This is an optimization exercise on Yosys and OpenROAD, whose aim is small area and a short achievable clock period, not a production implementation. The RTL was checked by simulation tests, not by an equivalence proof against the original design. Power is estimated from default activity; no workload was simulated.

--- design/flow/config.mk ---
export PLATFORM = sky130hd
export DESIGN_NAME = bist_top
export DESIGN_NICKNAME = bist_top
export VERILOG_FILES = /design/flow/design.v
export SDC_FILE = /design/flow/constraint.sdc
export NUM_CORES = 4
export LEC_CHECK = 0
export CAP_MARGIN = 20
export CORE_MARGIN = 2
export CORE_UTILIZATION = 60
export CTS_BUF_LIST = sky130_fd_sc_hd__clkbuf_8
export CTS_CLUSTER_DIAMETER = 80
export CTS_CLUSTER_SIZE = 16
export SETUP_SLACK_MARGIN = 3.0
export SLEW_MARGIN = 20
export SYNTH_HIERARCHICAL = 1
--- design/flow/constraint.sdc ---
create_clock -name core_clock -period 6.0 [get_ports {clk}]
set_input_delay 1.2000 -clock core_clock [delete_from_list [all_inputs] [get_ports {clk}]]
set_output_delay 1.2000 -clock core_clock [all_outputs]
set_load 0.01 [all_outputs]
--- design/flow/design.v ---
module predec3n (
    input  logic [2:0] a,
    input  logic [2:0] a_n,
    input  logic       en_a,
    input  logic [7:0] qd,
    output logic [7:0] yn
);
    genvar j;
    generate
        for (j = 0; j < 8; j++) begin : g_j
            g_a41oi u (.a(en_a),
                       .b(j[2] ? a[2] : a_n[2]),
                       .c(j[1] ? a[1] : a_n[1]),
                       .d(j[0] ? a[0] : a_n[0]),
                       .e(qd[j]), .y(yn[j]));
        end
    endgenerate
endmodule
module ao8 (
    input  logic [7:0] d,
    input  logic [7:0] s,
    output logic       y
);
    assign y = |(d & s);
endmodule
module rdbit (
    input  logic [63:0] d,
    input  logic [63:0] rsel,
    input  logic        wbit,
    input  logic        byp,
    output logic        y_rd,
    output logic        y
);
    logic [7:0] s;
    logic [3:0] t;
    logic       keep, wb_n;
    genvar k;
    generate
        for (k = 0; k < 8; k++) begin : g_s
            ao8 u (.d(d[8*k+7:8*k]), .s(rsel[8*k+7:8*k]), .y(s[k]));
        end
        for (k = 0; k < 4; k++) begin : g_t
            g_nor2 u (.a(s[2*k]), .b(s[2*k+1]), .y(t[k]));
        end
    endgenerate
    g_nand4 u_rd (.a(t[0]), .b(t[1]), .c(t[2]), .d(t[3]), .y(y_rd));
    g_a41o  u_k  (.a(t[0]), .b(t[1]), .c(t[2]), .d(t[3]), .e(byp), .y(keep));
    g_nand2 u_wb (.a(wbit), .b(byp), .y(wb_n));
    g_nand2 u_y  (.a(keep), .b(wb_n), .y(y));
endmodule
module g_inv   (input logic a, output logic y);                   assign y = !a;                          endmodule
module g_or2   (input logic a, b, output logic y);                assign y = a || b;                      endmodule
module g_nor2  (input logic a, b, output logic y);                assign y = !(a || b);                   endmodule
module g_nand2 (input logic a, b, output logic y);                assign y = !(a && b);                   endmodule
module g_nor3  (input logic a, b, c, output logic y);             assign y = !(a || b || c);              endmodule
module g_nand3 (input logic a, b, c, output logic y);             assign y = !(a && b && c);              endmodule
module g_and4  (input logic a, b, c, d, output logic y);          assign y = a && b && c && d;            endmodule
module g_nand4 (input logic a, b, c, d, output logic y);          assign y = !(a && b && c && d);         endmodule
module g_xnor2 (input logic a, b, output logic y);                assign y = !(a ^ b);                    endmodule
module g_aoi22 (input logic a0, b0, a1, b1, output logic y);      assign y = !((a0 && b0) || (a1 && b1)); endmodule
module g_aoi222 (input logic a0, b0, a1, b1, a2, b2, output logic y);
    assign y = !((a0 && b0) || (a1 && b1) || (a2 && b2));
endmodule
module g_a41oi (input logic a, b, c, d, e, output logic y);       assign y = !((a && b && c && d) || e);  endmodule
module g_and2  (input logic a, b, output logic y);                assign y = a && b;                      endmodule
module g_a21o  (input logic a, b, c, output logic y);             assign y = (a && b) || c;               endmodule
module g_o21ai (input logic a, b, c, output logic y);             assign y = !((a || b) && c);            endmodule
module g_a41o  (input logic a, b, c, d, e, output logic y);       assign y = (a && b && c && d) || e;     endmodule
module g_a31o  (input logic a, b, c, d, output logic y);          assign y = (a && b && c) || d;          endmodule
module g_a32o  (input logic a, b, c, d, e, output logic y);       assign y = (a && b && c) || (d && e);   endmodule
module bist_top #(
    parameter size   = 6,   
    parameter length = 8    
)(
    input  logic               start,
    input  logic               rst,
    input  logic               clk,
    input  logic               csin,
    input  logic               rwbarin,
    input  logic               opr,
    input  logic [size-1:0]    address,
    input  logic [length-1:0]  datain,
    output logic [length-1:0]  dataout,
    output logic               fail
);
    function automatic logic [7:0] pat(input logic [2:0] s);
        case (s)
            3'd0: pat = 8'hAA;
            3'd1: pat = 8'h55;
            3'd2: pat = 8'hF0;
            3'd3: pat = 8'h0F;
            3'd4: pat = 8'h00;
            3'd5: pat = 8'hFF;
            3'd6: pat = 8'hCC;
            default: pat = 8'h33;
        endcase
    endfunction
    logic       test;
    logic [9:0] q;
    logic       cout;
    logic       test_nx;
    logic [9:0] q_nx;
    logic       cout_nx;
    assign test_nx = test ? !cout : start;
    assign {cout_nx, q_nx} = test ? {1'b0, q} + 11'd1 : 11'd0;
    always_ff @(posedge clk or posedge rst) begin
        if (rst)
            test <= 1'b0;
        else
            test <= test_nx;
    end
    always_ff @(posedge clk) begin
        {cout, q} <= {cout_nx, q_nx};
    end
    logic [7:0] ptn;
    assign ptn = pat(q[2:0]);
    logic              cs, we;
    logic [length-1:0] wdata;
    assign cs    = test | csin;
    assign we    = test ? !q[6] : (csin && !rwbarin);
    assign wdata = test ? ptn : datain;
    logic       ntest, en_wr;
    logic [5:0] address_n;
    logic [7:0] qd_rrow, qd_wrow, qd_col, rrow_n, wrow_n, col_n;
    assign ntest = !test;
    assign en_wr = ntest && csin && !rwbarin;
    always_comb
        for (int j = 0; j < 8; j++) begin
            qd_rrow[j] = test && (q[5:3] == j);
            qd_wrow[j] = test && !q[6] && (q[5:3] == j);
            qd_col[j]  = test && (q[2:0] == j);
        end
    genvar ga;
    generate
        for (ga = 0; ga < size; ga++) begin : g_ainv
            g_inv u (.a(address[ga]), .y(address_n[ga]));
        end
    endgenerate
    predec3n u_prrow (.a(address[5:3]), .a_n(address_n[5:3]), .en_a(ntest), .qd(qd_rrow), .yn(rrow_n));
    predec3n u_pwrow (.a(address[5:3]), .a_n(address_n[5:3]), .en_a(en_wr), .qd(qd_wrow), .yn(wrow_n));
    predec3n u_pcol  (.a(address[2:0]), .a_n(address_n[2:0]), .en_a(ntest), .qd(qd_col),  .yn(col_n));
    genvar gw;
    logic [63:0] rsel, wsel;
    generate
        for (gw = 0; gw < 64; gw++) begin : g_sel
            g_nor2 u_r (.a(rrow_n[gw/8]), .b(col_n[gw%8]), .y(rsel[gw]));
            g_nor2 u_w (.a(wrow_n[gw/8]), .b(col_n[gw%8]), .y(wsel[gw]));
        end
    endgenerate
    logic [length-1:0] ram [0:63];
    always_ff @(posedge clk) begin
        for (int w = 0; w < 64; w++)
            if (wsel[w])
                ram[w] <= wdata;
    end
    logic [length-1:0] rd, rd_w;
    genvar gb, gx;
    generate
        for (gb = 0; gb < length; gb++) begin : g_rd
            logic [63:0] col;
            for (gx = 0; gx < 64; gx++) begin : g_w
                assign col[gx] = ram[gx][gb];
            end
            rdbit u_rd (.d(col), .rsel(rsel), .wbit(wdata[gb]), .byp(we), .y_rd(rd[gb]), .y(rd_w[gb]));
        end
    endgenerate
    logic [length-1:0] rdata;
    always_ff @(posedge clk) begin
        if (cs)
            rdata <= rd_w;
    end
    logic [7:0] ptn_nx, mism_n;
    logic       chk_n, fa_lo_d, fa_hi_d;
    assign ptn_nx = pat(q_nx[2:0]);
    assign chk_n  = !(test && !cout && q[6] && q_nx[6]);
    generate
        for (gb = 0; gb < length; gb++) begin : g_cmp
            g_xnor2 u (.a(rd[gb]), .b(ptn_nx[gb]), .y(mism_n[gb]));
        end
    endgenerate
    g_a41oi u_falo (.a(mism_n[0]), .b(mism_n[1]), .c(mism_n[2]), .d(mism_n[3]), .e(chk_n), .y(fa_lo_d));
    g_a41oi u_fahi (.a(mism_n[4]), .b(mism_n[5]), .c(mism_n[6]), .d(mism_n[7]), .e(chk_n), .y(fa_hi_d));
    logic rd_t, fa_lo, fa_hi, fa_t, fb;
    always_ff @(posedge clk or posedge rst) begin
        if (rst) begin
            rd_t  <= 1'b0;
            fa_lo <= 1'b0;
            fa_hi <= 1'b0;
            fa_t  <= 1'b0;
            fb    <= 1'b0;
        end else begin
            rd_t  <= test_nx && q_nx[6];
            fa_lo <= fa_lo_d;
            fa_hi <= fa_hi_d;
            fa_t  <= test && !cout && !q[6] && q_nx[6];
            fb    <= test_nx && !q_nx[6] && (q_nx[2:0] != 3'd4);
        end
    end
    logic idle_rd_n;
    g_nand2 u_ird (.a(csin), .b(rwbarin), .y(idle_rd_n));
    genvar go;
    generate
        for (go = 0; go < length; go++) begin : g_out
            logic idle_dn, test_dn;
            assign idle_dn = !(rdata[go] && ntest);
            assign test_dn = !(rdata[go] && rd_t);
            g_o21ai u (.a(idle_rd_n), .b(idle_dn), .c(test_dn), .y(dataout[go]));
        end
    endgenerate
    logic fa;
    assign fa = fa_lo || fa_hi || fa_t;
    g_a32o u_fail (.a(opr), .b(rwbarin), .c(fb), .d(opr), .e(fa), .y(fail));
endmodule
--- design/flow/flow/run.sh ---
#!/bin/bash
# Layout flow: the standard synthesis (standard.sh synth), then its
# standard layout with two changes for the steps after synthesis: the port
# buffers are buf_4 cells, and the slow low-power inverters and delay cells
# are added to the platform's don't-use list so that the resizer does not
# pick them. Each step's full output goes to its own log.
set -euo pipefail
work=$(pwd)
bash standard.sh synth > "$work/synth.log" 2>&1
bash standard.sh \
    "DONT_USE_CELLS=sky130_fd_sc_hd__probe_p_8 sky130_fd_sc_hd__probec_p_8 sky130_fd_sc_hd__lpflow_bleeder_1 sky130_fd_sc_hd__lpflow_clkbufkapwr_1 sky130_fd_sc_hd__lpflow_clkbufkapwr_16 sky130_fd_sc_hd__lpflow_clkbufkapwr_2 sky130_fd_sc_hd__lpflow_clkbufkapwr_4 sky130_fd_sc_hd__lpflow_clkbufkapwr_8 sky130_fd_sc_hd__lpflow_clkinvkapwr_1 sky130_fd_sc_hd__lpflow_clkinvkapwr_16 sky130_fd_sc_hd__lpflow_clkinvkapwr_2 sky130_fd_sc_hd__lpflow_clkinvkapwr_4 sky130_fd_sc_hd__lpflow_clkinvkapwr_8 sky130_fd_sc_hd__lpflow_decapkapwr_12 sky130_fd_sc_hd__lpflow_decapkapwr_3 sky130_fd_sc_hd__lpflow_decapkapwr_4 sky130_fd_sc_hd__lpflow_decapkapwr_6 sky130_fd_sc_hd__lpflow_decapkapwr_8 sky130_fd_sc_hd__lpflow_inputiso0n_1 sky130_fd_sc_hd__lpflow_inputiso0p_1 sky130_fd_sc_hd__lpflow_inputiso1n_1 sky130_fd_sc_hd__lpflow_inputiso1p_1 sky130_fd_sc_hd__lpflow_inputisolatch_1 sky130_fd_sc_hd__lpflow_isobufsrc_1 sky130_fd_sc_hd__lpflow_isobufsrc_16 sky130_fd_sc_hd__lpflow_isobufsrc_2 sky130_fd_sc_hd__lpflow_isobufsrc_4 sky130_fd_sc_hd__lpflow_isobufsrc_8 sky130_fd_sc_hd__lpflow_isobufsrckapwr_16 sky130_fd_sc_hd__lpflow_lsbuf_lh_hl_isowell_tap_1 sky130_fd_sc_hd__lpflow_lsbuf_lh_hl_isowell_tap_2 sky130_fd_sc_hd__lpflow_lsbuf_lh_hl_isowell_tap_4 sky130_fd_sc_hd__lpflow_lsbuf_lh_isowell_4 sky130_fd_sc_hd__lpflow_lsbuf_lh_isowell_tap_1 sky130_fd_sc_hd__lpflow_lsbuf_lh_isowell_tap_2 sky130_fd_sc_hd__lpflow_lsbuf_lh_isowell_tap_4 sky130_fd_sc_hd__fill_1 sky130_fd_sc_hd__fill_2 sky130_fd_sc_hd__fill_4 sky130_fd_sc_hd__fill_8 sky130_fd_sc_hd__conb_1 sky130_fd_sc_hd__clkinvlp_2 sky130_fd_sc_hd__clkinvlp_4 sky130_fd_sc_hd__clkdlybuf4s15_1 sky130_fd_sc_hd__clkdlybuf4s15_2 sky130_fd_sc_hd__clkdlybuf4s18_1 sky130_fd_sc_hd__clkdlybuf4s18_2 sky130_fd_sc_hd__clkdlybuf4s25_1 sky130_fd_sc_hd__clkdlybuf4s25_2 sky130_fd_sc_hd__clkdlybuf4s50_1 sky130_fd_sc_hd__clkdlybuf4s50_2 sky130_fd_sc_hd__dlygate4sd1_1 sky130_fd_sc_hd__dlygate4sd2_1 sky130_fd_sc_hd__dlygate4sd3_1 sky130_fd_sc_hd__dlymetal6s2s_1 sky130_fd_sc_hd__dlymetal6s4s_1 sky130_fd_sc_hd__dlymetal6s6s_1" \
    "BUFFER_PORTS_ARGS=-buffer_cell sky130_fd_sc_hd__buf_4" \
    finish > "$work/layout.log" 2>&1
--- design/flow/standard.sh ---
#!/bin/bash
# synth_recipe.tcl (not shown) runs the flow's synth.tcl, then flattens the netlist and writes it again
# the make line also repeats each setting of config.mk as NAME=value (left out here)
make -C /OpenROAD-flow-scripts/flow DESIGN_CONFIG=/design/flow/config.mk WORK_HOME=/design/flow/orfs CLKGATE_MAP_FILE= SYNTH_SCRIPT=/design/flow/synth_recipe.tcl "${@:-finish}"
==> results of run 1 <==
==> worst max-delay path, delay by kind of cell <==
kind | cells | cell delay, ns
and+or+nand+nor | 4 | 0.75
xor gates and xnor gates | 1 | 0.23
buffers and inverters | 3 | 0.55
AOI/OAI and AO/OA | 3 | 0.77
==> power groups by stage <==
| stage | combinational [W] | clock [W] | sequential (W) |
|---|---|---|---|
| after global placement | 0.00233 | 0 | 0.00528 |
| after CTS | 0.00252 | 0.00174 | 0.00520 |
| final | 0.00274 | 0.00171 | 0.00521 |
| after global routing | 0.00292 | 0.00186 | 0.00523 |
| after detailed placement | 0.00236 | 0 | 0.00529 |
| after floorplan | 0.00125 | 0 | 0.00526 |
==> per-module statistics from Yosys, one instance, submodules excluded, excerpt <==
module,flip-flops and latches,copies in the design
g_a41oi,0,26
g_nand4,0,8
g_o21ai,0,8
g_a32o,0,1
g_a41o,0,8
g_inv,0,6
ao8,0,64
g_xnor2,0,8
bist_top,537,1
==> final cells by class <==
type | count | area [um^2]
clock buffers | 41 | 564
diodes | 1 | 2.50
inverters | 19 | 78.8
repair buffers | 92 | 782
fillers | 2285 | 10300
repair inverters | 1 | 6.26
flip-flops and latches | 537 | 16000
well taps | 448 | 561
multi-input cells | 697 | 5330
clock inverters | 15 | 61.3
==> logic make-up after synthesis <==
kind of cell | count (synthesis)
flip-flops | 537
AND/OR/NAND/NOR | 346
XOR/XNOR | 15
adder cells (fa/ha/maj) | 9
AO/OA/AOI/OAI | 326
buffers and inverters | 31
multiplexers | 1
==> stage by stage <==
| stage | instances | setup slack [ns] | hold WS, ns | util (%) | instance area, um^2 |
|---|---|---|---|---|---|
| finish | 1851 | 2.98 | 0.476 | 69.4 | 23400 |
| global route | 1851 | 2.90 | 0.491 | 69.4 | 23400 |
| CTS | 1821 | 2.90 | 0.482 | 67.4 | 22700 |
| detailed placement | 1751 | 1.84 | 0.465 | 63.8 | 21500 |
| global placement | 1751 | 1.84 | 0.464 | 63.8 | 21500 |
| floorplan | 1265 | 3.03 | 0.427 | - | 20600 |
==> layer usage <==
| layer | GRT usage (%) | share of wire [%] | vias up |
|---|---|---|---|
| met5 | 0 | 0 | - |
| met4 | 9.78 | 3.3 | 0 |
| met3 | 4.43 | 8.7 | 82 |
| met2 | 43.7 | 46 | 582 |
| met1 | 43.3 | 42 | 6195 |
| li1 | - | - | 5428 |
==> state kept, by name, indices dropped and copies added, names as in the netlist <==
name,flops
ram,512
q,10
rdata,8
cout,1
fa_hi,1
fa_lo,1
fa_t,1
fb,1
rd_t,1
test,1
==> cell usage in the layout (no fill, tap or decap), types with 6 or more instances in the layout <==
master,instances
a41oi_2,12
buf_6,14
a41o_1,8
nor2_2,73
clkbuf_8,41
nor2_4,16
xnor2_1,11
a22oi_1,217
inv_2,6
buf_2,11
nor2_1,97
a22oi_2,39
nand2_1,47
buf_4,32
nor3_1,13
edfxtp_1,520
nand4_1,73
dfxtp_1,8
a41oi_4,14
buf_1,19
o21ai_4,8
buf_8,8
o21ai_0,6
inv_1,26
==> worst min-delay path by stage <==
stage	startpoint	endpoint	slack (ns)	cells after the start
floorplan	q[9]	cout	0.43	2
global placement	q[9]	cout	0.46	2
detailed placement	q[9]	cout	0.46	2
CTS	q[9]	cout	0.48	2
global route	q[9]	cout	0.49	2
finish	q[9]	cout	0.48	2
==> what timing repair did <==
action / 4_1_cts / 5_1_grt
buffers inserted: 14 / 26
pin swaps: 8 / 32
endpoints found under the setup margin: 530 / 107
gates resized for setup: 101 / 135
cloned: 0 / 2
==> impl_metrics.tcl, run 1 <==
set metrics [dict create \
    status "timing/DRC/antenna clean" \
    relSlewSlack_pct 26.8 \
    switching_share_pct 33.4 \
    synthesis.area_mm2 0.0206 \
    grt_pass1_wl_um 74400 \
    setup_violations 0 \
    power_frac_comb_pct 28.4 \
    peakVddDrop_mv 0.547 \
    ant_nets 0 \
    rows 67 \
    critPathArrivalTime_ns 3.49 \
    syn_to_final_growth_pct 13.6 \
    p_int_w 0.00643 \
    layout-drive-gt1-share_pct 21.9 \
    reg2reg_slack_ns 3.01 \
    yosysMostFrequentCell "edfxtp_1" \
    synth_ff_type "edfxtp_1" \
    rsz0062_at_grt "yes" \
    synthMuxAreaShare_pct 0.0547 \
    synth_cells 1265 \
    yosysWarnings 8 \
    async_flop_share_pct 1.12 \
    io_buffers 28 \
    drc 0 \
    seqPwrFrac_pct 53.9 \
    ys_seq_elements 537 \
    ios 29 \
    maxCapViolCount 0 \
    worstPathMaxFanout 8 \
    fin_crit_sh_pct 50.3 \
    p_sw_w 0.00322 \
    critPathLaunchType "primary input" \
    powerDensity_mw_per_mm2 413 \
    grt_pass1_vias 11600 \
    yosysUniqueCellTypes 45 \
    synth_top_area_cell "edfxtp_1" \
    cp-end-kind "flop" \
    start_util_pct 61.1 \
    post_drt_wl_per_cell_um 27.9 \
    r2r-end "fa_hi" \
    critPathCapture "fa_hi" \
    final_nets 1416 \
    grtUsageTotal_pct 28.8 \
    synth-edff-count 520 \
    power_leakage_nw 7.01 \
    final_hold_viol_count 0 \
    cp_data_required_time_ns 6.47 \
    period_minus_slack_ns 3.02 \
    clk_pin_slew_worst_paths_ns 0.11 \
    ys_top_cells_by_area "edfxtp_1 76%, a22oi_1 9.3%, nor2_1 3.4%, nand4_1 2.2%, a41oi_2 2.1%" \
    tns_ns 0 \
    place_hpwl_um 32900 \
    globalplace.congestion 0.884 \
    antenna_found_initial 1 \
    min_path_type "flop to flop" \
    cts_tree "yes" \
    ctsLongestPathBuffers 3 \
    synth_top_family_by_area "compound AO/OA/AOI/OAI gates" \
    critical_path_class "primary input to flop" \
    synthAdderAreaFrac_pct 0.547 \
    htree_levels 2 \
    r2r_cells 11 \
    die-area_mm2 0.0358 \
    overflow 0 \
    clock_sinks 537 \
    cts_root_buffer "clkbuf_8" \
    seq_area_frac_synth_pct 77.7 \
    skew_ns 0.0222 \
    drtIter0Drc 1394 \
    yosys-top-cells-count "520 x edfxtp_1, 256 x a22oi_1, 186 x nor2_1" \
    drt_wl_total_um 51600 \
    cts-buffers-inserted 39 \
    dieWidth_um 189 \
    synth_compound_area_share_pct 12.9 \
    crit_top_cell "nand4_1" \
    vias 12300 \
    via_per_inst 6.64 \
    cts_hold_buf 0 \
    drt-pass1-iter-count 5 \
    synth-simple-area-share_pct 7.59 \
    reg2reg_from "test" \
    grt_max_degree 49 \
    avgSynthCellArea_um2 16.3 \
    startpoint "address[2]" \
    fmax_ghz 0.331 \
    yosys.area.top_type_share_pct 75.9 \
    clkPwrFrac_pct 17.7 \
    max_stage_delay_ns 0.41 \
    chipHeight_um 189 \
    finalPower_w 0.00965 \
    timing.final.max_slew_violations 0 \
    worstPathCellList "buf_4, inv_1, a41oi_4, buf_2, nor2_2, a22oi_1, nand4_1, nor2_4, nand4_1, xnor2_1, a41oi_2" \
    worst_pin_slew_ns 1.10 \
    clkLatencyLatePin_ns 0.59 \
    fp.coreArea_mm2 0.0337 \
    slowest_stage "a41oi_4" \
    synth_xor_area_share_pct 0.675 \
]
==> run 2: changes to the inputs <==
--- a/design/flow/config.mk
+++ b/design/flow/config.mk
@@ -11,6 +11,6 @@
 export CTS_BUF_LIST = sky130_fd_sc_hd__clkbuf_8
 export CTS_CLUSTER_DIAMETER = 80
 export CTS_CLUSTER_SIZE = 16
-export SETUP_SLACK_MARGIN = 3.0
+export SETUP_SLACK_MARGIN = 3.15
 export SLEW_MARGIN = 20
 export SYNTH_HIERARCHICAL = 1
==> run 2 against run 1 <==
Effect of this change: still clean on timing, DRC and antenna; power is 3.2% higher; maximum frequency rose by 0.39%; first-iteration DRC count is 14% higher; area after synthesis did not move; register-to-register slack barely moved; non-clock buffer count is 53 higher; final cell count up 3.3%; largest power group unchanged.
==> impl_metrics.tcl, run 2 <==
set metrics [dict create \
    status "timing/DRC/antenna clean" \
    reg2reg_slack_ns 3.00 \
    grt_pass1_vias 11900 \
    largest_reg_flops 512 \
    peakVddDrop_mv 0.529 \
    cp-end-kind "flop" \
    via_per_inst 6.69 \
    grtUsageTotal_pct 29.0 \
    final_hold_viol_count 0 \
    worst_pin_slew_ns 1.04 \
    start_util_pct 61.1 \
    num_antenna_cells 0 \
    synthMuxAreaShare_pct 0.0547 \
    ant_nets 0 \
    syn_to_final_growth_pct 19.1 \
    synth-simple-area-share_pct 7.59 \
    skew_ns 0.0224 \
    fp.coreArea_mm2 0.0337 \
    period_minus_slack_ns 3.01 \
    mostFrequentLayoutCells "520 x edfxtp_1, 175 x a22oi_1, 103 x nor2_2, 81 x a22oi_2, 73 x nand4_1" \
    chipHeight_um 189 \
    async_flop_share_pct 1.12 \
    dieWidth_um 189 \
    critPathLaunchType "primary input" \
    pre_cts_slack_ns 1.76 \
    clk_pin_slew_worst_paths_ns 0.09 \
    rows 67 \
    seq_area_frac_synth_pct 77.7 \
    critPathArrivalTime_ns 3.22 \
    relSlewSlack_pct 30.4 \
    powerDensity_mw_per_mm2 407 \
    die-area_mm2 0.0358 \
    cts-buffers-inserted 39 \
    critPathCapture "ram[12][7]" \
    startpoint "csin" \
    ys_top_cells_by_area "edfxtp_1 76%, a22oi_1 9.3%, nor2_1 3.4%, nand4_1 2.2%, a41oi_2 2.1%" \
    layout_commonest_cell "edfxtp_1" \
    yosysMostFrequentCell "edfxtp_1" \
    synthesis.area_mm2 0.0206 \
    yosysWarnings 8 \
    worstPathMaxFanout 9 \
    reg2reg_from "test" \
    fmax_ghz 0.332 \
    globalplace.congestion 0.886 \
    htree_levels 2 \
    synthAdderAreaFrac_pct 0.547 \
    layout-drive-gt1-share_pct 32.4 \
    r2r_cells 12 \
    synth_xor_area_share_pct 0.675 \
    worst_slack_ns 2.99 \
    place_hpwl_um 32400 \
    cts_hold_buf 0 \
    grt_pass1_wl_um 75900 \
    min_path_type "flop to flop" \
    r2r-end "fa_hi" \
    nFillCells 2108 \
    synth_cells 1265 \
    largest-register "ram" \
    synth-edff-count 520 \
    clkLatencyLatePin_ns 0.58 \
    yosys-top-cells-count "520 x edfxtp_1, 256 x a22oi_1, 186 x nor2_1" \
    power_leakage_nw 7.35 \
    drt_wl_total_um 53600 \
    ctsLongestPathBuffers 3 \
    clock_sinks 537 \
    maxCapViolCount 0 \
    yosys.area.top_type_share_pct 75.9 \
    drtIter0Drc 1586 \
    yosysUniqueCellTypes 45 \
    final_nets 1470 \
    synth_top_family_by_area "compound AO/OA/AOI/OAI gates" \
    cts_tree "yes" \
    io_buffers 28 \
    grt_max_degree 66 \
    tns_ns 0 \
    fin_util_pct 72.7 \
    cp_data_required_time_ns 6.21 \
    synth_compound_area_share_pct 12.9 \
    ios 29 \
    rsz0062_at_grt "yes" \
    drc 0 \
    drt-pass1-iter-count 18 \
    timing.final.max_slew_violations 0 \
    fin_crit_sh_pct 50.1 \
    overflow 0 \
    synth_ff_type "edfxtp_1" \
    antenna_found_initial 0 \
    setup_violations 0 \
    ys_seq_elements 537 \
    post_drt_wl_per_cell_um 28.0 \
    vias 12800 \
    cts_root_buffer "clkbuf_8" \
    synth_top_area_cell "edfxtp_1" \
    critical_path_class "primary input to flop" \
    avgSynthCellArea_um2 16.3 \
]
-- run 2: cell counts after synthesis --
Identical to the previous run, type by type.
-- run 2: modules after synthesis, one instance, submodules excluded, excerpt --
module,cell area [um^2],copies in the design,cells
ao8,36.3,64,5
bist_top,16900,1,703
g_a32o,10.0,1,1
g_a41o,10.0,8,1
g_a41oi,16.3,26,1
g_inv,3.75,6,1
g_nand2,3.75,17,1
g_nand4,6.26,8,1
g_nor2,3.75,160,1
g_o21ai,5.00,8,1
g_xnor2,8.76,8,1
-- run 2: area by class of cell --
type                    instances  area, um^2  area share (%)
flip-flops and latches        537       16000            65.3
multi-input cells             699        5970            24.4
repair buffers                145        1210            4.92
well taps                     448         561            2.29
clock buffers                  40         551            2.25
clock inverters                25         129           0.526
inverters                      19        93.8           0.383
-- run 2: layer usage --
layer / vias up / global-route usage, % / share of wire, %
li1: 5558 / - / -
met1: 6474 / 44.3 / 41
met2: 668 / 45.3 / 47
met3: 102 / 4.19 / 8.6
met4: 0 / 6.26 / 2.8
met5: - / 0 / 0
-- run 2: cell families (layout without fill, tap and decap cells) --
| family | after synthesis | count (layout) |
|---|---|---|
| muxes | 1 | 1 |
| buffers and inverters | 31 | 229 |
| DFF | 537 | 537 |
| xor gates and xnor gates | 15 | 15 |
| adders and majority gates | 9 | 9 |
| and+or+nand+nor | 346 | 346 |
| AOI/OAI and AO/OA | 326 | 328 |
-- run 2: worst min-delay path by stage --
stage	start	end	slack, ns	cells past startpoint
after floorplan	q[9]	cout	0.43	2
after global routing	q[9]	cout	0.48	2
final	q[9]	cout	0.47	2
after detailed placement	q[9]	cout	0.45	2
after CTS	q[9]	cout	0.46	2
after global placement	q[9]	cout	0.45	2
-- run 2: critical path, stage by stage --
cell     delay, ns
buf_8         0.10
nor3b_4       0.65
a41oi_2       0.61
nor2_2        0.63
-- run 2: timing repair --
item / CTS / global route
setup endpoints to repair: 963 / 493
setup buffers: 63 / 36
cloned: 0 / 3
resized for setup: 184 / 229
pin swaps: 31 / 74
-- run 2: per-stage QoR --
step,power (W),cells,hold WS [ns],area [um^2]
final,0.00997,1913,0.473,24500
after global routing,0.0103,1913,0.475,24500
after CTS,0.00960,1874,0.459,23400
after detailed placement,0.00761,1746,0.446,21600
after global placement,0.00756,1746,0.452,21600
after floorplan,0.00655,1265,0.427,20700
-- run 2: report_power, final --
group | switching (W) | leakage [nW] | total, W | internal, W
Combinational | 0.00216 | 2.09 | 0.00297 | 0.000809
Sequential | 0.000123 | 4.84 | 0.00524 | 0.00512
Clock | 0.00109 | 0.426 | 0.00176 | 0.000670
Total | 0.00337 | 7.35 | 0.00997 | 0.00660
==> run 3: changes to the inputs <==
--- a/design/flow/config.mk
+++ b/design/flow/config.mk
@@ -10,7 +10,7 @@
 export CORE_UTILIZATION = 60
 export CTS_BUF_LIST = sky130_fd_sc_hd__clkbuf_8
 export CTS_CLUSTER_DIAMETER = 80
-export CTS_CLUSTER_SIZE = 16
+export CTS_CLUSTER_SIZE = 14
 export SETUP_SLACK_MARGIN = 3.15
 export SLEW_MARGIN = 20
 export SYNTH_HIERARCHICAL = 1
==> run 3 against run 2 <==
Effect of this change: worst setup slack gained 0.059 ns; final cell count shrank 1.3%; still clean on timing, DRC and antenna; largest cell class unchanged; clock power grew 5%; critical path type is now flop to output pin; global-route usage grew 0.39 points.
==> impl_metrics.tcl, run 3 <==
set metrics [dict create \
    status "timing/DRC/antenna clean" \
    critical_path_class "flop to output pin" \
    seq_area_frac_synth_pct 77.7 \
    start_util_pct 61.1 \
    io_buffers 28 \
    layout-drive-gt1-share_pct 28.5 \
    cts_tree "yes" \
    avgSynthCellArea_um2 16.3 \
    synthesis.area_mm2 0.0206 \
    drc 0 \
    seqPwrFrac_pct 52.8 \
    clkLatencyLatePin_ns 0.61 \
    grt_pass1_wl_um 76600 \
    switching_share_pct 33.6 \
    final_nets 1451 \
    worstPathCellList "or3_4, a32o_2, buf_6" \
    yosysUniqueCellTypes 45 \
    synth_ff_type "edfxtp_1" \
    power_leakage_nw 7.26 \
    yosys.area.top_type_share_pct 75.9 \
    cts_hold_buf 0 \
    worst_pin_slew_ns 1.08 \
    timing.hold.ws_ns 0.459 \
    peakVddDrop_mv 0.483 \
    fin_util_pct 71.4 \
    yosysMostFrequentCell "edfxtp_1" \
    multiInputGateArea_mm2 0.00569 \
    yosys-top-cells-count "520 x edfxtp_1, 256 x a22oi_1, 186 x nor2_1" \
    layout_commonest_cell "edfxtp_1" \
    whs_path_depth 2 \
    tns_ns 0 \
    place_hpwl_um 32400 \
    vias 12600 \
    dieWidth_um 189 \
    synth_top_area_cell "edfxtp_1" \
    slowest_stage "dfrtp_1" \
    drt_wl_total_um 52700 \
    period_minus_slack_ns 2.95 \
    reg2reg_slack_ns 3.12 \
    mostFrequentLayoutCells "520 x edfxtp_1, 206 x a22oi_1, 110 x nor2_2, 73 x nand4_1, 56 x nor2_1" \
    cp-end-kind "output pin" \
    largest_reg_flops 512 \
    htree_levels 2 \
    setup_violations 0 \
    chipHeight_um 189 \
    power_frac_comb_pct 28.7 \
    critPathLaunchType "flop" \
    maxCapViolCount 0 \
    pre_cts_slack_ns 1.76 \
    relSlewSlack_pct 28.1 \
    timing.final.max_slew_violations 0 \
    cts_root_buffer "clkbuf_8" \
    drtIter0Drc 1641 \
    grt_max_degree 66 \
    worst_slack_ns 3.05 \
    grtUsageTotal_pct 29.4 \
    rows 67 \
    min_path_type "flop to flop" \
    rsz0062_at_grt "yes" \
    yosysWarnings 8 \
    num_antenna_cells 0 \
    holdPathEnd "cout" \
    seq_area_mm2 0.0160 \
    clock_sinks 537 \
    max_stage_delay_ns 0.44 \
    syn_to_final_growth_pct 16.9 \
    die-area_mm2 0.0358 \
    cp_data_required_time_ns 4.80 \
    fp.coreArea_mm2 0.0337 \
    worstPathMaxFanout 1 \
    ant_nets 0 \
    r2r-end "fa_lo" \
    ctsLongestPathBuffers 3 \
    fmax_ghz 0.339 \
    skew_ns 0.0325 \
    p_sw_w 0.00333 \
    synth_cells 1265 \
    ys_seq_elements 537 \
    p_int_w 0.00659 \
    async_flop_share_pct 1.12 \
    overflow 0 \
    reg2reg_from "test" \
    hold_start "q[9]" \
    powerDensity_mw_per_mm2 412 \
    globalplace.congestion 0.886 \
    ys_top_cells_by_area "edfxtp_1 76%, a22oi_1 9.3%, nor2_1 3.4%, nand4_1 2.2%, a41oi_2 2.1%" \
    nFillCells 2172 \
    post_drt_wl_per_cell_um 27.9 \
    cts-buffers-inserted 44 \
    fin_crit_sh_pct 49.2 \
    critPathArrivalTime_ns 1.75 \
    antenna_found_initial 0 \
    clkPwrFrac_pct 18.5 \
    r2r_cells 12 \
    synth-edff-count 520 \
    grt_pass1_vias 12000 \
    final_hold_viol_count 0 \
    ios 29 \
    via_per_inst 6.68 \
    drt-pass1-iter-count 6 \
    clk_pin_slew_worst_paths_ns 0.11 \
    largest-register "ram" \
]
==> run 3: cell types whose count changed in the layout (fill, tap and decap cells not counted), moves of 5 or more <==
cell	previous run	this run
a22oi_1	175	206
a22oi_2	81	50
nor2_4	48	20
nor2_1	35	56
buf_6	37	30
clkbuf_8	40	47
inv_1	32	25
nor2_2	103	110
clkbuf_2	8	3
==> run 3: routing by layer <==
metal / vias up / GRT usage, % / share of wire, %
li1: 5511 / - / -
met1: 6377 / 45.0 / 42
met2: 654 / 45.8 / 47
met3: 75 / 4.39 / 9.1
met4: 0 / 6.14 / 2.0
met5: - / 0 / 0
==> run 3: repair_timing <==
item	4_1_cts	5_1_grt
gates resized for setup	179	148
endpoints found under the setup margin	963	219
pin swaps	23	55
gates cloned	2	1
buffers inserted	55	20
==> run 3: critical path: cells and delay by family (launching register included) <==
family	cells	cell delay, ns
DFF	1	0.44
and+or+nand+nor	1	0.34
AOI/OAI and AO/OA	1	0.23
buffers and inverters	1	0.12
==> run 3: cell families (layout without fill, tap and decap cells) <==
kind of cell	Yosys count	count (layout)	share of synthesized area [%]
compound gates	326	328	12.9
xor+xnor	15	15	0.675
fa+ha+maj	9	9	0.547
buf+inv	31	204	0.608
flops	537	537	77.7
mux	1	1	0.0547
simple gates	346	346	7.59
==> run 3: cell type report <==
type,count,share of cell area [%]
Clock inverter,17,0.307
Inverter,19,0.369
Timing Repair Buffer,121,4.16
Tap cell,448,2.33
Multi-Input combinational cell,699,23.6
Clock buffer,47,2.69
Sequential cell,537,66.5
==> run 3: modules after synthesis, one instance, submodules excluded, excerpt <==
module | cell area, um^2 | times used | cells
bist_top | 16900 | 1 | 703
ao8 | 36.3 | 64 | 5
g_a41oi | 16.3 | 26 | 1
g_a32o | 10.0 | 1 | 1
g_a41o | 10.0 | 8 | 1
g_xnor2 | 8.76 | 8 | 1
g_nand4 | 6.26 | 8 | 1
g_o21ai | 5.00 | 8 | 1
g_inv | 3.75 | 6 | 1
g_nand2 | 3.75 | 17 | 1
g_nor2 | 3.75 | 160 | 1
==> run 3: through the flow <==
stage	cells	cell area (um^2)	total power [W]
after floorplan	1265	20700	0.00655
after global placement	1746	21600	0.00756
after detailed placement	1746	21600	0.00761
after CTS	1867	23400	0.00969
after global routing	1888	24100	0.0103
final	1888	24100	0.00992
==> run 3: power by group through the flow <==
stage / logic (W) / clock network, W / registers (W)
3_3_place_gp: 0.00227 / 0 / 0.00529
6_report: 0.00285 / 0.00184 / 0.00523
3_5_place_dp: 0.00231 / 0 / 0.00530
2_1_floorplan: 0.00128 / 0 / 0.00526
4_1_cts: 0.00262 / 0.00186 / 0.00521
5_1_grt: 0.00302 / 0.00200 / 0.00525
==> run 3: worst max path at each step <==
stage,from,end,slack [ns]
6_report,fa_hi,fail,3.05
5_1_grt,test,dataout[7],3.02
4_1_cts,rwbarin,dataout[1],3.06
3_5_place_dp,address[1],fa_hi,1.76
3_3_place_gp,address[1],fa_hi,1.76
2_1_floorplan,address[2],fa_lo,3.09
==> run 4: changes to the inputs <==
--- a/design/flow/config.mk
+++ b/design/flow/config.mk
@@ -11,6 +11,6 @@
 export CTS_BUF_LIST = sky130_fd_sc_hd__clkbuf_8
 export CTS_CLUSTER_DIAMETER = 80
 export CTS_CLUSTER_SIZE = 14
-export SETUP_SLACK_MARGIN = 3.15
+export SETUP_SLACK_MARGIN = 3.0
 export SLEW_MARGIN = 20
 export SYNTH_HIERARCHICAL = 1
==> run 4 against run 3 <==
Effect of this change: still clean on timing, DRC and antenna; clock-buffer cell count decreased by 3; via count decreased by 2.5%; first-iteration DRC count decreased by 14%; utilization decreased by 2.3 points; design area decreased by 3.2%; final cell count decreased by 2.1%; maximum frequency decreased by 2.3%; combinational power decreased by 5%; global-route usage decreased by 0.17 points; register-to-register slack got worse by 0.14 ns; sequential share of layout area increased by 2.2 points; critical path type is now flop to flop; critical endpoint is now fa_lo; largest power group unchanged.
==> impl_metrics.tcl, run 4 <==
set metrics [dict create \
    status "timing/DRC/antenna clean" \
    drc 0 \
    via_per_inst 6.65 \
    relSlewSlack_pct 23.9 \
    worst_pin_slew_ns 1.14 \
    crit_top_cell "nand4_1" \
    powerDensity_mw_per_mm2 417 \
    setup_violations 0 \
    grtUsageTotal_pct 29.2 \
    seqPwrFrac_pct 53.6 \
    yosys-top-cells-count "520 x edfxtp_1, 256 x a22oi_1, 186 x nor2_1" \
    min_path_type "flop to flop" \
    syn_to_final_growth_pct 13.1 \
    io_buffers 28 \
    mostFrequentLayoutCells "520 x edfxtp_1, 228 x a22oi_1, 97 x nor2_1, 74 x nor2_2, 73 x nand4_1" \
    synth_cells 1265 \
    tns_ns 0 \
    power_leakage_nw 7.00 \
    grt_pass1_wl_um 75100 \
    avgSynthCellArea_um2 16.3 \
    timing.hold.ws_ns 0.443 \
    place_hpwl_um 32900 \
    ys_seq_elements 537 \
    fin_crit_sh_pct 50.3 \
    fmax_ghz 0.331 \
    synth-edff-count 520 \
    clk_pin_slew_worst_paths_ns 0.10 \
    slowest_stage "dfrtp_2" \
    ys_top_cells_by_area "edfxtp_1 76%, a22oi_1 9.3%, nor2_1 3.4%, nand4_1 2.2%, a41oi_2 2.1%" \
    drt_wl_total_um 52000 \
    synth_ff_type "edfxtp_1" \
    grt_max_degree 49 \
    switching_share_pct 33.6 \
    layout_commonest_cell "edfxtp_1" \
    worstPathMaxFanout 33 \
    worstPathCellList "buf_8, and3_1, a41oi_4, buf_4, nor2_2, a22oi_1, nand4_1, nor2_4, nand4_1, xnor2_1, a41oi_2" \
    layout-drive-gt1-share_pct 20.9 \
    seq_area_frac_synth_pct 77.7 \
    period_minus_slack_ns 3.02 \
    ant_nets 0 \
    final_hold_viol_count 0 \
    dieWidth_um 189 \
    globalplace.congestion 0.884 \
    final_nets 1412 \
    antenna_found_initial 2 \
    timing.final.max_slew_violations 0 \
    yosysMostFrequentCell "edfxtp_1" \
    synthesis.area_mm2 0.0206 \
    post_drt_wl_per_cell_um 28.1 \
    drt-pass1-iter-count 5 \
    cts_tree "yes" \
    largest-register "ram" \
    cp_data_required_time_ns 6.52 \
    cts_hold_buf 0 \
    yosys.area.top_type_share_pct 75.9 \
    path_delay_family "simple AND/OR/NAND/NOR gates" \
    fp.coreArea_mm2 0.0337 \
    maxCapViolCount 0 \
    grt_pass1_vias 11700 \
    critPathLaunchType "flop" \
    rsz0062_at_grt "yes" \
    p_int_w 0.00645 \
    power_frac_comb_pct 27.8 \
    ios 29 \
    start_util_pct 61.1 \
    die-area_mm2 0.0358 \
    critical_path_class "flop to flop" \
    overflow 0 \
    largest_reg_flops 512 \
    async_flop_share_pct 1.12 \
    yosysWarnings 8 \
    chipHeight_um 189 \
    vias 12300 \
    htree_levels 2 \
    peakVddDrop_mv 0.540 \
    cts-buffers-inserted 44 \
    critPathArrivalTime_ns 3.54 \
    clkPwrFrac_pct 18.6 \
    yosysUniqueCellTypes 45 \
    clock_sinks 537 \
    cp-end-kind "flop" \
    drtIter0Drc 1408 \
    clkLatencyLatePin_ns 0.64 \
    synth_top_area_cell "edfxtp_1" \
    skew_ns 0.0326 \
    path_buf_inv 2 \
    ctsLongestPathBuffers 3 \
    rows 67 \
    max_stage_delay_ns 0.47 \
    fin_util_pct 69.1 \
    cts_root_buffer "clkbuf_8" \
    p_sw_w 0.00327 \
]
run 4: changes by cell type in the layout (fill, tap and decap cells not counted), sizes merged:
cell and change:
buf -36, a31oi -1, diode +2, inv +2, clkbuf -5, a21oi -1
run 4: path summary, 6_finish.rpt:
kind	from	to	slack (ns)	cells after the start
worst max-delay path	test	fa_lo	2.98	11
worst min-delay path	q[9]	cout	0.44	2
worst max register to register	test	fa_lo	2.98	11
worst min register to register	q[9]	cout	0.44	2
max in group asynchronous	rst	test	5.27	2
min in group asynchronous	rst	fa_hi	0.49	2
run 4: worst register-to-register path, stage by stage (launching register included):
cell     delay [ns]
dfrtp_2        0.47
buf_8          0.22
and3_1         0.25
a41oi_4        0.22
buf_4          0.26
nor2_2         0.13
a22oi_1        0.31
nand4_1        0.27
nor2_4         0.28
nand4_1        0.15
xnor2_1        0.20
a41oi_2        0.13
run 4: repair_timing:
action | 4_1_cts | 5_1_grt
endpoints found under the setup margin | 531 | 90
cloned | 0 | 1
buffers inserted | 14 | 18
gates resized for setup | 116 | 96
pin swaps | 14 | 19
run 4: logic make-up (layout without fill, tap and decap cells):
group / after synthesis / in the layout / share of synthesized area [%]
simple gates: 346 / 346 / 7.59
flops: 537 / 537 / 77.7
fa+ha+maj: 9 / 9 / 0.547
buf+inv: 31 / 165 / 0.608
mux: 1 / 1 / 0.0547
other cells: 0 / 2 / 0
xor+xnor: 15 / 15 / 0.675
compound gates: 326 / 326 / 12.9
run 4: layer usage:
| metal | track usage, % | routed length [um] | up-vias |
|---|---|---|---|
| met4 | 10.9 | 1700 | 0 |
| li1 | - | - | 5426 |
| met2 | 43.7 | 24000 | 618 |
| met3 | 4.95 | 4480 | 91 |
| met1 | 43.9 | 21800 | 6163 |
| met5 | 0 | 0 | - |
run 4: modules after synthesis (local to each module, per instance), excerpt:
module    flops+latches  copies in the design  cells inside  area [um^2]
g_nor2                0                   160             1         3.75
bist_top            537                     1           703        16900
g_a32o                0                     1             1         10.0
g_o21ai               0                     8             1         5.00
g_inv                 0                     6             1         3.75
g_xnor2               0                     8             1         8.76
g_a41o                0                     8             1         10.0
g_nand4               0                     8             1         6.26
ao8                   0                    64             5         36.3
g_nand2               0                    17             1         3.75
g_a41oi               0                    26             1         16.3
run 4: cell type report:
type / count / area, um^2
timing repair buffer: 83 / 689
timing repair inverter: 1 / 6.26
multi-input combinational: 697 / 5260
tap: 448 / 561
antenna: 2 / 5.00
clock inverter: 18 / 82.6
inverter: 19 / 78.8
fill: 2300 / 10400
clock buffer: 44 / 606
sequential: 537 / 16000
run 4: power by group through the flow:
stage	clock [W]	sequential, W	combinational, W
2_1_floorplan	0	0.00526	0.00125
3_3_place_gp	0	0.00528	0.00233
3_5_place_dp	0	0.00529	0.00236
4_1_cts	0.00185	0.00520	0.00253
5_1_grt	0.00197	0.00523	0.00287
6_report	0.00181	0.00521	0.00270
run 4: stage by stage:
step                worst slack (ns)  instances  instance area (um^2)  power [W]
finish                          2.98       1849                 23300    0.00972
global route                    2.87       1849                 23300     0.0101
CTS                             2.91       1827                 22800    0.00958
detailed placement              1.84       1751                 21500    0.00764
global placement                1.84       1751                 21500    0.00761
floorplan                       3.03       1265                 20600    0.00652
==> run 5: changes to the inputs <==
==> design/flow/flow/run.sh (replaced) <==
#!/bin/bash
# Layout flow: the standard synthesis (standard.sh synth), then its
# standard layout with two changes for the steps after synthesis: the port
# buffers are buf_4 cells, and the slow low-power inverters and delay cells
# are added to the platform's don't-use list so that the resizer does not
# pick them. The floorplan step removes synthesis buffers instead of
# repairing timing before placement. Each step's full output goes to its own log.
set -euo pipefail
work=$(pwd)
bash standard.sh synth > "$work/synth.log" 2>&1
bash standard.sh \
    "DONT_USE_CELLS=sky130_fd_sc_hd__probe_p_8 sky130_fd_sc_hd__probec_p_8 sky130_fd_sc_hd__lpflow_bleeder_1 sky130_fd_sc_hd__lpflow_clkbufkapwr_1 sky130_fd_sc_hd__lpflow_clkbufkapwr_16 sky130_fd_sc_hd__lpflow_clkbufkapwr_2 sky130_fd_sc_hd__lpflow_clkbufkapwr_4 sky130_fd_sc_hd__lpflow_clkbufkapwr_8 sky130_fd_sc_hd__lpflow_clkinvkapwr_1 sky130_fd_sc_hd__lpflow_clkinvkapwr_16 sky130_fd_sc_hd__lpflow_clkinvkapwr_2 sky130_fd_sc_hd__lpflow_clkinvkapwr_4 sky130_fd_sc_hd__lpflow_clkinvkapwr_8 sky130_fd_sc_hd__lpflow_decapkapwr_12 sky130_fd_sc_hd__lpflow_decapkapwr_3 sky130_fd_sc_hd__lpflow_decapkapwr_4 sky130_fd_sc_hd__lpflow_decapkapwr_6 sky130_fd_sc_hd__lpflow_decapkapwr_8 sky130_fd_sc_hd__lpflow_inputiso0n_1 sky130_fd_sc_hd__lpflow_inputiso0p_1 sky130_fd_sc_hd__lpflow_inputiso1n_1 sky130_fd_sc_hd__lpflow_inputiso1p_1 sky130_fd_sc_hd__lpflow_inputisolatch_1 sky130_fd_sc_hd__lpflow_isobufsrc_1 sky130_fd_sc_hd__lpflow_isobufsrc_16 sky130_fd_sc_hd__lpflow_isobufsrc_2 sky130_fd_sc_hd__lpflow_isobufsrc_4 sky130_fd_sc_hd__lpflow_isobufsrc_8 sky130_fd_sc_hd__lpflow_isobufsrckapwr_16 sky130_fd_sc_hd__lpflow_lsbuf_lh_hl_isowell_tap_1 sky130_fd_sc_hd__lpflow_lsbuf_lh_hl_isowell_tap_2 sky130_fd_sc_hd__lpflow_lsbuf_lh_hl_isowell_tap_4 sky130_fd_sc_hd__lpflow_lsbuf_lh_isowell_4 sky130_fd_sc_hd__lpflow_lsbuf_lh_isowell_tap_1 sky130_fd_sc_hd__lpflow_lsbuf_lh_isowell_tap_2 sky130_fd_sc_hd__lpflow_lsbuf_lh_isowell_tap_4 sky130_fd_sc_hd__fill_1 sky130_fd_sc_hd__fill_2 sky130_fd_sc_hd__fill_4 sky130_fd_sc_hd__fill_8 sky130_fd_sc_hd__conb_1 sky130_fd_sc_hd__clkinvlp_2 sky130_fd_sc_hd__clkinvlp_4 sky130_fd_sc_hd__clkdlybuf4s15_1 sky130_fd_sc_hd__clkdlybuf4s15_2 sky130_fd_sc_hd__clkdlybuf4s18_1 sky130_fd_sc_hd__clkdlybuf4s18_2 sky130_fd_sc_hd__clkdlybuf4s25_1 sky130_fd_sc_hd__clkdlybuf4s25_2 sky130_fd_sc_hd__clkdlybuf4s50_1 sky130_fd_sc_hd__clkdlybuf4s50_2 sky130_fd_sc_hd__dlygate4sd1_1 sky130_fd_sc_hd__dlygate4sd2_1 sky130_fd_sc_hd__dlygate4sd3_1 sky130_fd_sc_hd__dlymetal6s2s_1 sky130_fd_sc_hd__dlymetal6s4s_1 sky130_fd_sc_hd__dlymetal6s6s_1" \
    "BUFFER_PORTS_ARGS=-buffer_cell sky130_fd_sc_hd__buf_4" \
    REMOVE_ABC_BUFFERS=1 \
    finish > "$work/layout.log" 2>&1
==> run 5 against run 4 <==
Effect of this change: highest routed layer unchanged; power rose by 2.1%; die area did not move; via count rose by 4.1%; maximum frequency fell by 3.8%; critical path type unchanged; sequential share of layout area fell by 1.6 points; critical endpoint unchanged.
==> impl_metrics.tcl, run 5 <==
set metrics [dict create \
    power_frac_comb_pct 28.6 \
    largest_reg_flops 512 \
    synth_ff_type "edfxtp_1" \
    maxCapViolCount 0 \
    p_int_w 0.00657 \
    yosysMostFrequentCell "edfxtp_1" \
    worstPathMaxFanout 8 \
    syn_to_final_growth_pct 15.8 \
    clkPwrFrac_pct 18.8 \
    final_hold_viol_count 0 \
    relSlewSlack_pct 26.2 \
    seq_area_frac_synth_pct 77.7 \
    nFillCells 2243 \
    skew_ns 0.0544 \
    hold_start "q[9]" \
    chipHeight_um 189 \
    min_path_type "flop to flop" \
    tns_ns 0 \
    die-area_mm2 0.0358 \
    io_buffers 28 \
    critical_path_class "flop to flop" \
    worst_pin_slew_ns 1.10 \
    antenna_found_initial 2 \
    yosys-top-cells-count "520 x edfxtp_1, 256 x a22oi_1, 186 x nor2_1" \
    synth_xor_area_share_pct 0.675 \
    cts_hold_buf 0 \
    layout_commonest_cell "edfxtp_1" \
    start_util_pct 61.1 \
    cts_tree "yes" \
    synth_top_area_cell "edfxtp_1" \
    clkLatencyLatePin_ns 0.62 \
    powerDensity_mw_per_mm2 416 \
    ctsLongestPathBuffers 3 \
    synthMuxAreaShare_pct 0.0547 \
    ant_nets 0 \
    drtIter0Drc 1565 \
    period_minus_slack_ns 3.14 \
    mostFrequentLayoutCells "520 x edfxtp_1, 217 x a22oi_1, 109 x nor2_2, 73 x nand4_1, 62 x nor2_1" \
    ys_top_cells_by_area "edfxtp_1 76%, a22oi_1 9.3%, nor2_1 3.4%, nand4_1 2.2%, a41oi_2 2.1%" \
    synthesis.area_mm2 0.0206 \
    rows 67 \
    reg2reg_from "test" \
    grt_pass1_wl_um 78800 \
    synth_top_family_by_area "compound AO/OA/AOI/OAI gates" \
    clk_pin_slew_worst_paths_ns 0.09 \
    ios 29 \
    yosysWarnings 8 \
    setup_violations 0 \
    fp.coreArea_mm2 0.0337 \
    dieWidth_um 189 \
    overflow 0 \
    synth_cells 1265 \
    synth_compound_area_share_pct 12.9 \
    cts-buffers-inserted 44 \
    synthAdderAreaFrac_pct 0.547 \
    fin_util_pct 70.8 \
    via_per_inst 6.74 \
    startpoint "test" \
    yosys.area.top_type_share_pct 75.9 \
    async_flop_share_pct 1.12 \
    critPathLaunchType "flop" \
    cp_data_required_time_ns 6.45 \
    p_sw_w 0.00335 \
    ys_seq_elements 537 \
    cp-end-kind "flop" \
    fin_crit_sh_pct 52.3 \
    critPathArrivalTime_ns 3.59 \
    drt_wl_total_um 54900 \
    grt_pass1_vias 12000 \
    grtUsageTotal_pct 30.4 \
    power_leakage_nw 7.24 \
    drt-pass1-iter-count 6 \
    synth-simple-area-share_pct 7.59 \
    htree_levels 2 \
    yosysUniqueCellTypes 45 \
    vias 12800 \
    peakVddDrop_mv 0.439 \
    place_hpwl_um 33500 \
    final_nets 1453 \
    fmax_ghz 0.319 \
    globalplace.congestion 0.949 \
    grt_max_degree 66 \
    layout-drive-gt1-share_pct 25.8 \
    largest-register "ram" \
    timing.final.max_slew_violations 0 \
    drc 0 \
    rsz0062_at_grt "yes" \
    avgSynthCellArea_um2 16.3 \
    clock_sinks 537 \
    status "timing/DRC/antenna clean" \
    switching_share_pct 33.8 \
    seqPwrFrac_pct 52.7 \
    cts_root_buffer "clkbuf_8" \
    synth-edff-count 520 \
    post_drt_wl_per_cell_um 28.9 \
]
==> run 5: cell counts after synthesis <==
Identical to the previous run, type by type.
==> run 5: logic make-up after synthesis <==
kind of cell | after synthesis
flops | 537
simple gates | 346
compound gates | 326
buf+inv | 31
xor+xnor | 15
fa+ha+maj | 9
mux | 1
==> run 5: repair_timing <==
item,in CTS,in global routing
resized for setup,132,141
buffers inserted,33,35
endpoints found under the setup margin,817,441
gates cloned,5,2
pin swaps,20,42
==> run 5: Yosys stat by module, one instance, submodules excluded, excerpt <==
module	cells inside	flip-flops and latches	area [um^2]	copies in the design
ao8	5	0	36.3	64
bist_top	703	537	16900	1
g_a32o	1	0	10.0	1
g_a41o	1	0	10.0	8
g_a41oi	1	0	16.3	26
g_inv	1	0	3.75	6
g_nand4	1	0	6.26	8
g_nor2	1	0	3.75	160
g_o21ai	1	0	5.00	8
==> run 5: worst max-delay path, stage by stage, from the launching register on <==
cell and delay, ns:
dfrtp_4 0.55, buf_6 0.16, buf_4 0.15, nand3_1 0.15
nor2_1 0.10, a41oi_4 0.21, buf_8 0.17, nor2_2 0.10
a22oi_1 0.33, nand4_1 0.26, nor2_2 0.26, nand4_1 0.14
xnor2_1 0.24, a41oi_2 0.14
==> run 5: routing by layer <==
| layer | track usage, % | up-vias | wire [um] |
|---|---|---|---|
| li1 | - | 5523 | - |
| met1 | 45.0 | 6496 | 23100 |
| met2 | 46.1 | 682 | 25500 |
| met3 | 6.51 | 104 | 4860 |
| met4 | 9.24 | 0 | 1540 |
| met5 | 0 | - | 0 |
==> run 5: metrics by stage <==
step	std cells	worst slack, ns	hold slack, ns	cell area [um^2]	power (W)
final	1901	2.86	0.451	23800	0.00992
after global routing	1900	2.81	0.496	23800	0.0102
after CTS	1861	2.91	0.451	23100	0.00967
after detailed placement	1751	1.82	0.438	21500	0.00761
after global placement	1750	1.85	0.439	21500	0.00757
after floorplan	1253	1.49	0.427	20500	0.00654
==> run 5: worst paths after layout <==
kind / to / slack [ns] / cells past startpoint
worst max register to register: fa_lo / 2.86 / 13
worst max-delay path: fa_lo / 2.86 / 13
worst min register to register: cout / 0.45 / 2
min in group asynchronous: fa_t / 0.56 / 2
worst min-delay path: cout / 0.45 / 2
max in group asynchronous: test / 5.14 / 2
==> run 5: power by group through the flow <==
stage | Sequential [W] | Clock [W] | Combinational, W
6_report | 0.00523 | 0.00186 | 0.00284
5_1_grt | 0.00524 | 0.00202 | 0.00299
4_1_cts | 0.00521 | 0.00189 | 0.00257
3_5_place_dp | 0.00530 | 0 | 0.00231
3_3_place_gp | 0.00529 | 0 | 0.00227
2_1_floorplan | 0.00532 | 0 | 0.00122
==> run 5: area by class of cell <==
type | count | area [um^2] | share of cell area (%)
Sequential cell | 537 | 16000 | 67.1
Multi-Input combinational cell | 701 | 5490 | 23.0
Timing Repair Buffer | 120 | 955 | 4.00
Clock buffer | 45 | 619 | 2.60
Tap cell | 448 | 561 | 2.35
Clock inverter | 27 | 130 | 0.546
Inverter | 19 | 86.3 | 0.362
Antenna cell | 3 | 7.51 | 0.0315
Timing Repair inverter | 1 | 6.26 | 0.0262

[re-timing with driven ports]
The results above use ideal ports. As a check the final layouts listed here were re-extracted and re-timed, cells and wires unchanged.
Step 1 (the two cells are an assumption about what drives the block):
set clk [get_ports {clk}]
set_driving_cell -lib_cell sky130_fd_sc_hd__clkbuf_16 $clk
set_driving_cell -lib_cell sky130_fd_sc_hd__buf_2 [delete_from_list [all_inputs] $clk]
Step 2 also shifts input and output timing later by t, the mid clock arrival at the registers, as if the neighbouring blocks saw the same clock.
Three values: ideal, step 1, step 2; two values: the first two.
run | shift t [ns] | setup WS [ns] | worst setup path after step 2 | clock arrival spread, ns
run 1 | 0.626 | 2.980 / 2.953 / 2.378 | input to register | 0.025 / 0.024
run 2 | 0.622 | 2.992 / 2.955 / 2.368 | input to register | 0.023 / 0.022
run 3 | 0.639 | 3.051 / 2.988 / 2.467 | input to register | 0.035 / 0.035
run 4 | 0.675 | 2.982 / 2.963 / 2.326 | input to register | 0.034 / 0.034
run 5 | 0.643 | 2.861 / 2.861 / 2.251 | input to register | 0.054 / 0.055
After both steps every run listed still meets setup and hold. The setup slack of run 4, which loses most, moves by -0.019 ns with the drivers and by -0.656 ns with both steps.
